Source: an optimization exercise on an open RTL-to-GDS flow (aim: small area). Production flows keep margins and buffers that such runs may drop. Function was checked by simulation only, so behaviour that the tests miss may differ from the original. Power figures rest on the tool's default switching activity, not on a simulated workload.

==> flow/design.v, too long to show whole: its modules and the start of the top module <==
// module usb3_crc_cw: 15 lines
// module usb3_crc_hp: 162 lines
// module usb3_crc_dpptx: 278 lines
// module usb3_link: 1736 lines
module usb3_link (
input	wire			local_clk,
input	wire			reset_n,
input	wire	[4:0]	ltssm_state,
input	wire			ltssm_hot_reset,
output	reg				ltssm_go_disabled,
output	reg		[2:0]	ltssm_go_u,
output	reg				ltssm_go_recovery,
input	wire	[31:0]	in_data,
input	wire	[3:0]	in_datak,
input	wire			in_active,
output	reg		[31:0]	outp_data,
output	reg		[3:0]	outp_datak,
output	reg				outp_active,
input	wire			out_stall,
input	wire	[1:0]	endp_mode_rx,
input	wire	[1:0]	endp_mode_tx,
input	wire	[6:0]	dev_addr,
output	reg				prot_rx_tp,
output	reg				prot_rx_tp_hosterr,
output	reg				prot_rx_tp_retry,
output	reg				prot_rx_tp_pktpend,
output	reg		[3:0]	prot_rx_tp_subtype,
output	reg		[3:0]	prot_rx_tp_endp,
output	reg		[4:0]	prot_rx_tp_nump,
output	reg		[4:0]	prot_rx_tp_seq,
output	reg		[15:0]	prot_rx_tp_stream,
output	reg				prot_rx_dph,
output	reg				prot_rx_dph_eob,
output	reg				prot_rx_dph_setup,
output	reg				prot_rx_dph_pktpend,
output	reg		[3:0]	prot_rx_dph_endp,
output	reg		[4:0]	prot_rx_dph_seq,
output	reg		[15:0]	prot_rx_dph_len,
output	reg				prot_rx_dpp_start,
output	reg				prot_rx_dpp_done,
output	reg				prot_rx_dpp_crcgood,
input	wire			prot_tx_tp_a,
input	wire			prot_tx_tp_a_retry,
input	wire			prot_tx_tp_a_dir,
input	wire	[3:0]	prot_tx_tp_a_subtype,
input	wire	[3:0]	prot_tx_tp_a_endp,
input	wire	[4:0]	prot_tx_tp_a_nump,
input	wire	[4:0]	prot_tx_tp_a_seq,
input	wire	[15:0]	prot_tx_tp_a_stream,
output	reg				prot_tx_tp_a_ack,
input	wire			prot_tx_tp_b,
input	wire			prot_tx_tp_b_retry,
input	wire			prot_tx_tp_b_dir,
input	wire	[3:0]	prot_tx_tp_b_subtype,
input	wire	[3:0]	prot_tx_tp_b_endp,
input	wire	[4:0]	prot_tx_tp_b_nump,
input	wire	[4:0]	prot_tx_tp_b_seq,
input	wire	[15:0]	prot_tx_tp_b_stream,
output	reg				prot_tx_tp_b_ack,
input	wire			prot_tx_tp_c,
input	wire			prot_tx_tp_c_retry,
input	wire			prot_tx_tp_c_dir,
input	wire	[3:0]	prot_tx_tp_c_subtype,
input	wire	[3:0]	prot_tx_tp_c_endp,
input	wire	[4:0]	prot_tx_tp_c_nump,
input	wire	[4:0]	prot_tx_tp_c_seq,
input	wire	[15:0]	prot_tx_tp_c_stream,
output	reg				prot_tx_tp_c_ack,
input	wire			prot_tx_dph,
input	wire			prot_tx_dph_eob,
input	wire			prot_tx_dph_dir,
input	wire	[3:0]	prot_tx_dph_endp,
input	wire	[4:0]	prot_tx_dph_seq,
input	wire	[15:0]	prot_tx_dph_len,
output	reg				prot_tx_dpp_ack,
output	reg				prot_tx_dpp_done,
output	reg		[8:0]	buf_in_addr,
output	reg		[31:0]	buf_in_data,
output	reg				buf_in_wren,
input	wire			buf_in_ready,
output	reg				buf_in_commit,
output	reg		[10:0]	buf_in_commit_len,
input	wire			buf_in_commit_ack,
output	reg		[9:0]	buf_out_addr,
input	wire	[31:0]	buf_out_q,
input	wire	[10:0]	buf_out_len,
input	wire			buf_out_hasdata,
output	reg				buf_out_arm,
input	wire			buf_out_arm_ack,
output	reg				err_lbad,
output	reg				err_lbad_recv,
output	reg				err_stuck_hpseq,
output	reg				err_lcmd_undefined,
output	reg				err_lcrd_mismatch,
output	reg				err_lgood_order,
output	reg				err_lgood_missed,
output	reg				err_pending_hp,
output	reg				err_credit_hp,
  // ...
==> flow/run.sh <==
#!/bin/bash
# synth_recipe.tcl (not shown) runs the flow's synth.tcl, then flattens the netlist and writes it again
# the make line also repeats each setting of config.mk as NAME=value (left out here)
make -C /OpenROAD-flow-scripts/flow DESIGN_CONFIG=/design/flow/config.mk WORK_HOME=/design/flow/orfs CLKGATE_MAP_FILE= SYNTH_SCRIPT=/design/flow/synth_recipe.tcl finish
==> flow/config.mk <==
export PLATFORM = sky130hd
export DESIGN_NAME = usb3_link
export DESIGN_NICKNAME = usb3_link
export VERILOG_FILES = /design/flow/design.v
export SDC_FILE = /design/flow/constraint.sdc
export NUM_CORES = 4
export LEC_CHECK = 0
export CAP_MARGIN = 20
export CORE_MARGIN = 2
export CORE_UTILIZATION = 55
export CTS_BUF_LIST = sky130_fd_sc_hd__clkbuf_16
export CTS_CLUSTER_DIAMETER = 100
export CTS_CLUSTER_SIZE = 25
export SLEW_MARGIN = 20
==> flow/constraint.sdc <==
create_clock -name core_clock -period 8.0 [get_ports {local_clk}]
set_input_delay 1.6000 -clock core_clock [delete_from_list [all_inputs] [get_ports {local_clk}]]
set_output_delay 1.6000 -clock core_clock [all_outputs]
set_load 0.01 [all_outputs]
==> impl_metrics.json, run 1 <==
{
  "comb_power_mw": 17.9,
  "finalSetupViolCount": 0,
  "p_seq_share_pct": 30.5,
  "r2r-start": "out_dpp_length_remain_1[0]",
  "startpoint_type": "flop",
  "vdd_drop_max_uv": 910.8,
  "max_freq_mhz": 178.3,
  "clockRootBuffer": "clkbuf_16",
  "stdcell_area_um2": 76130,
  "tightest_slew_ns": 1.104,
  "grt_usage_pct": 29.96,
  "synthArstFlopShare_pct": 2.061,
  "setup_slack_ns": 2.393,
  "dp.cells": 7911,
  "start_util_pct": 55.26,
  "reg2reg_to": "out_data[3]",
  "swShare_pct": 40.94,
  "clock_area_share_pct": 2.911,
  "outcome": "complete, no violations",
  "die_w_um": 356.2,
  "synthTopCellsByArea": "edfxtp_1, dfxtp_1, xnor2_1",
  "p_per_area_nw_per_um2": 419.9,
  "synth_area_um2": 68240,
  "synth_warnings": 3,
  "nFillCells": 10090,
  "mostFrequentLayoutCells": "dfxtp_1, edfxtp_1, nand2_1, nor2_1, a21oi_1",
  "nets": 6692,
  "fin_crit_ns": 5.607,
  "numCtsBuffers": 74,
  "syn_area_per_cell_um2": 11.18,
  "clock_latency_ns": 0.69,
  "pre_cts_slack_ns": 2.537,
  "syn_to_final_growth_pct": 11.56,
  "largest_class": "registers"
}
==> inputs of run 2 (changes only) <==
==> flow/flow/run.sh (new file) <==
#!/bin/bash
# Own layout flow: the standard layout (standard.sh) with one change to
# synthesis. The synthesis is ORFS's synth.tcl run through synth_recipe.tcl as
# the standard flow runs it, except that the ABC technology-mapping step uses
# flow/area.abc (area-recovering mapping, no speed-driven buffering) instead of
# ORFS's abc_speed.script. Flip-flops are mapped by dfflibmap before ABC runs,
# so the registers, their names and their cell types are the standard ones.
# Each tool's output goes to its own log in this folder.
set -euo pipefail
W=$(pwd)

# synth.tcl with the ABC call replaced
sed 's|^  log_cmd abc {\*}\$abc_args$|  log_cmd abc -script '"$W"'/flow/area.abc {*}$lib_args {*}$lib_dont_use_args|' \
  "$FLOW_HOME/scripts/synth.tcl" > "$W/area_synth.tcl"
grep -q 'flow/area.abc' "$W/area_synth.tcl"
# The standard flow's synthesis wrapper, sourcing that synth.tcl
sed 's|source \$::env(SCRIPTS_DIR)/synth.tcl|source '"$W"'/area_synth.tcl|' \
  "$W/synth_recipe.tcl" > "$W/area_synth_recipe.tcl"
grep -q 'area_synth.tcl' "$W/area_synth_recipe.tcl"

# synthesis into the folder standard.sh uses, then the standard flow from there
make -C "$FLOW_HOME" DESIGN_CONFIG="$W/config.mk" WORK_HOME="$W/orfs" CLKGATE_MAP_FILE= \
  SYNTH_SCRIPT="$W/area_synth_recipe.tcl" synth > "$W/synth.log" 2>&1
# clock tree: sink clusters of up to 25 flip-flops under one clkbuf_16, and no
# dummy loads (they only balance an already small skew)
export CTS_ARGS="-sink_clustering_enable -repair_clock_nets -dont_use_dummy_load -sink_clustering_size 25 -sink_clustering_max_diameter 100 -buf_list sky130_fd_sc_hd__clkbuf_16"
bash "$W/standard.sh" > "$W/layout.log" 2>&1
test -f "$W/out/final.def"
==> flow/flow/area.abc (new file) <==
strash
&get -n
&st
&dch
&nf
&put
strash
&get -n
&st
&syn2
&dch
&nf -a
&put
strash
&get -n
&st
&syn2
&dch
&nf -a
&put
==> flow/standard.sh (new file) <==
#!/bin/bash
# synth_recipe.tcl (not shown) runs the flow's synth.tcl, then flattens the netlist and writes it again
# the make line also repeats each setting of config.mk as NAME=value (left out here)
make -C /OpenROAD-flow-scripts/flow DESIGN_CONFIG=/design/flow/config.mk WORK_HOME=/design/flow/orfs CLKGATE_MAP_FILE= SYNTH_SCRIPT=/design/flow/synth_recipe.tcl "${@:-finish}"
--- a/flow/config.mk
+++ b/flow/config.mk
@@ -9,6 +9,3 @@
 export CORE_MARGIN = 2
-export CORE_UTILIZATION = 55
-export CTS_BUF_LIST = sky130_fd_sc_hd__clkbuf_16
-export CTS_CLUSTER_DIAMETER = 100
-export CTS_CLUSTER_SIZE = 25
+export CORE_UTILIZATION = 40
 export SLEW_MARGIN = 20
removed: flow/run.sh
==> run 2 against run 1 <==
  * Largest cell class unchanged
  * Maximum frequency is 11% lower
  * Worst setup slack worse by 0.66 ns
  * Core utilization is 15 points lower
  * Clock-buffer cell count is 1 higher
  * Still clean
  * Total power is 22% lower
  * Worst hold slack worse by 0.050 ns
  * Synthesized cell count is 11% lower
  * Largest power group unchanged
==> impl_metrics.json, run 2 <==
{
  "outcome": "complete, no violations",
  "nets": 6348,
  "p_sw_mw": 9.308,
  "numCtsBuffers": 75,
  "routedWlPerCell_um": 23.45,
  "fin_tns_setup_ns": 0,
  "post-synth-top-count-cell": "dfxtp_1",
  "core-area_um2": 158400,
  "swShare_pct": 37.23,
  "synth_area_um2": 63730,
  "critPathCaptureType": "flop",
  "drc": 0,
  "p_per_area_nw_per_um2": 341.3,
  "overflow": 0,
  "grt_usage_pct": 22.73,
  "finalSetupViolCount": 0,
  "p_leak_nw": 24.82,
  "clock_latency_ns": 0.73,
  "start_util_pct": 40.24,
  "fin_crit_ns": 6.272,
  "synth_cell_types": 76,
  "die_h_um": 403.1,
  "cts_max_level": 3,
  "antenna_left": 0,
  "die_area_um2": 162500,
  "top_usage_layer": "met2",
  "cts.repair.resized": 0,
  "place.gp.congestion": 0.9787,
  "synth_warnings": 3,
  "hp-class": "flop to flop",
  "grt_pass1_wl_mm": 279.8,
  "post-route-period-util_pct": 78.40,
  "synth-seq-cells": 1553,
  "rows": 146,
  "synthTopCellsByArea": "edfxtp_1, dfxtp_1, xnor2_1",
  "utilization_pct": 46.25,
  "antenna_found_initial": 6,
  "synth_top_area_share_pct": 32.09,
  "rsz0062_at_grt": "false",
  "ys_seq_area_share_pct": 59.80,
  "max_freq_mhz": 159.4,
  "tightest_slew_ns": 1.136,
  "tritoncts": "yes",
  "min_path_cells": 0,
  "synthArstFlopShare_pct": 2.061,
  "final_common_cell": "dfxtp_1",
  "vdd_drop_max_uv": 392.2,
  "port_buffers": 415,
  "drive_gt1_share_pct": 5.730,
  "synth_commonest_cells": "dfxtp_1, edfxtp_1, nor2_1",
  "grt_max_degree": 69,
  "clk_path_buf_depth": 3,
  "clk_pin_slew_ns": 0.10,
  "routed_wl_mm": 189.5,
  "grt_pass1_vias": 43316,
  "synthCells": 5415,
  "drtIter0Drc": 3991,
  "met3_usage_pct": 3.790,
  "synth_edf_count": 681,
  "maxCapViolCount": 0,
  "worstPathArrival_ns": 6.83,
  "syn_area_per_cell_um2": 11.77,
  "mostFrequentLayoutCells": "dfxtp_1, edfxtp_1, nor2_1, nand2_1, clkdlybuf4s50_1",
  "cp.required_ns": 8.56,
  "cts_sinks": 1553,
  "post_cts.repair.setup_buffers": 0,
  "synth_top_area_cell": "edfxtp_1",
  "vias_per_cell": 5.537,
  "startpoint_type": "flop",
  "p_seq_share_pct": 36.3,
  "syn_to_final_growth_pct": 14.95,
  "die_w_um": 403.1,
  "power_frac_comb_pct": 47.2,
  "ff2ff_path_depth": 13,
  "clockRootBuffer": "clkbuf_16",
  "path_class": "flop to flop",
  "slew_violations": 0,
  "use_met2_pct": 37.71,
  "max_slew_margin_pct": 24.30,
  "vias": 44743,
  "power.share.clock_pct": 16.5,
  "ios": 438,
  "finalHoldViolations": 0,
  "use_met1_pct": 29.74,
  "drt_first_pass_iters": 8,
  "hpwlAfterDp_mm": 133.1,
  "crit_path_max_fanout": 13,
  "p_int_mw": 15.69,
  "synthFlopType": "dfxtp_1",
  "hold_buffers": 0,
  "finClkSkew_ns": 0.08227
}
-- run 2: worst paths after layout --
check                           endpoint                        from  slack [ns]
min reg2reg                in_data_2[19]               in_data_1[19]        0.27
max reg2reg                 out_data[10]  out_dpp_length_remain_1[0]        1.73
max                         out_data[10]  out_dpp_length_remain_1[0]        1.73
min                        in_data_2[19]               in_data_1[19]        0.27
max in group asynchronous  iu3chprx.q[4]                crc_hprx_rst        7.35
min in group asynchronous  iu3chptx.q[7]              out_datak_2[2]        0.54
-- run 2: critical path: stages (launching register included) --
cell and delay (ns):
edfxtp_1 0.85, clkinv_1 0.30, ha_1 0.54, o21bai_1 0.76
nand2_1 0.48, xnor2_1 0.31, xnor2_1 0.63, xnor3_1 0.45
xor2_1 0.38, xor2_1 0.12, mux2i_1 0.47, a221oi_1 0.16
a221o_1 0.38, a221oi_1 0.29
-- run 2: routing by layer --
metal | part of all wire [%] | wire [µm]
met1 | 42 | 79760
met2 | 47 | 89890
met3 | 6.2 | 11780
met4 | 4.2 | 8022
met5 | 0.021 | 39
-- run 2: metrics by stage --
stage                     setup slack [ns]  area, µm²  hold slack (ns)  total power, mW  instances
final                                1.728      73260           0.2676            25.00       8081
after global routing                 1.542      73240           0.2707            26.24       8076
after CTS                            1.895      73220           0.2687            25.10       8075
after detailed placement             1.961      71350           0.3121            20.94       8000
after global placement               1.944      71350           0.3097            20.99       8000
after floorplan                      1.752      63730           0.3096            17.86       5416
-- run 2: power by group through the flow --
stage	Combinational [mW]	Clock [mW]	Sequential (mW)
floorplan	8.74	0	9.12
global placement	11.8	0	9.24
detailed placement	11.7	0	9.24
CTS	11.8	4.26	9.06
global route	12.6	4.49	9.11
finish	11.8	4.12	9.08
-- run 2: final cells by class --
type | instances | area [µm²]
Multi-Input combinational cell | 3727 | 25240
Tap cell | 2072 | 2592
Fill cell | 14403 | 85120
Timing Repair Buffer | 516 | 4928
Antenna cell | 5 | 12.51
Sequential cell | 1553 | 38110
Clock buffer | 75 | 1877
Inverter | 133 | 504.2
-- run 2: logic make-up (layout without fill, tap and decap cells) --
kind of cell | Yosys count | count (layout) | synth area share [%]
adder cells (fa/ha/maj) | 99 | 99 | 1.956
other | 1 | 7 | 0.005884
buffers and inverters | 136 | 724 | 0.8187
flip-flops | 1553 | 1553 | 59.80
XOR/XNOR | 650 | 650 | 9.479
AO/OA/AOI/OAI | 1118 | 1118 | 11.04
multiplexers | 158 | 158 | 4.510
AND/OR/NAND/NOR | 1700 | 1700 | 12.39

[what the ideal ports hide]
The flow's constraints put no driver on any port. The routed layouts listed below were extracted and timed again, unchanged, in two steps.
Step 1: set_driving_cell puts a clkbuf_16 on local_clk and a buf_2 on each other input, an assumption about the parent block.
Step 2 times the ports against the registers' clock, not the clock port: input delays grow and output delays shrink by t, the midpoint of the rising clock arrivals with the driver on.
Three values: no drivers, after step 1, after step 2; two values: the first two.
| run | t (ns) | slack for setup (ns) | worst setup path after step 2 |
|---|---|---|---|
| run 1 | 0.755 | 2.393 / 2.393 / 2.393 | register to register |
| run 2 | 0.774 | 1.728 / 1.728 / 1.728 | register to register |
After both steps setup and hold are still met in every run listed.
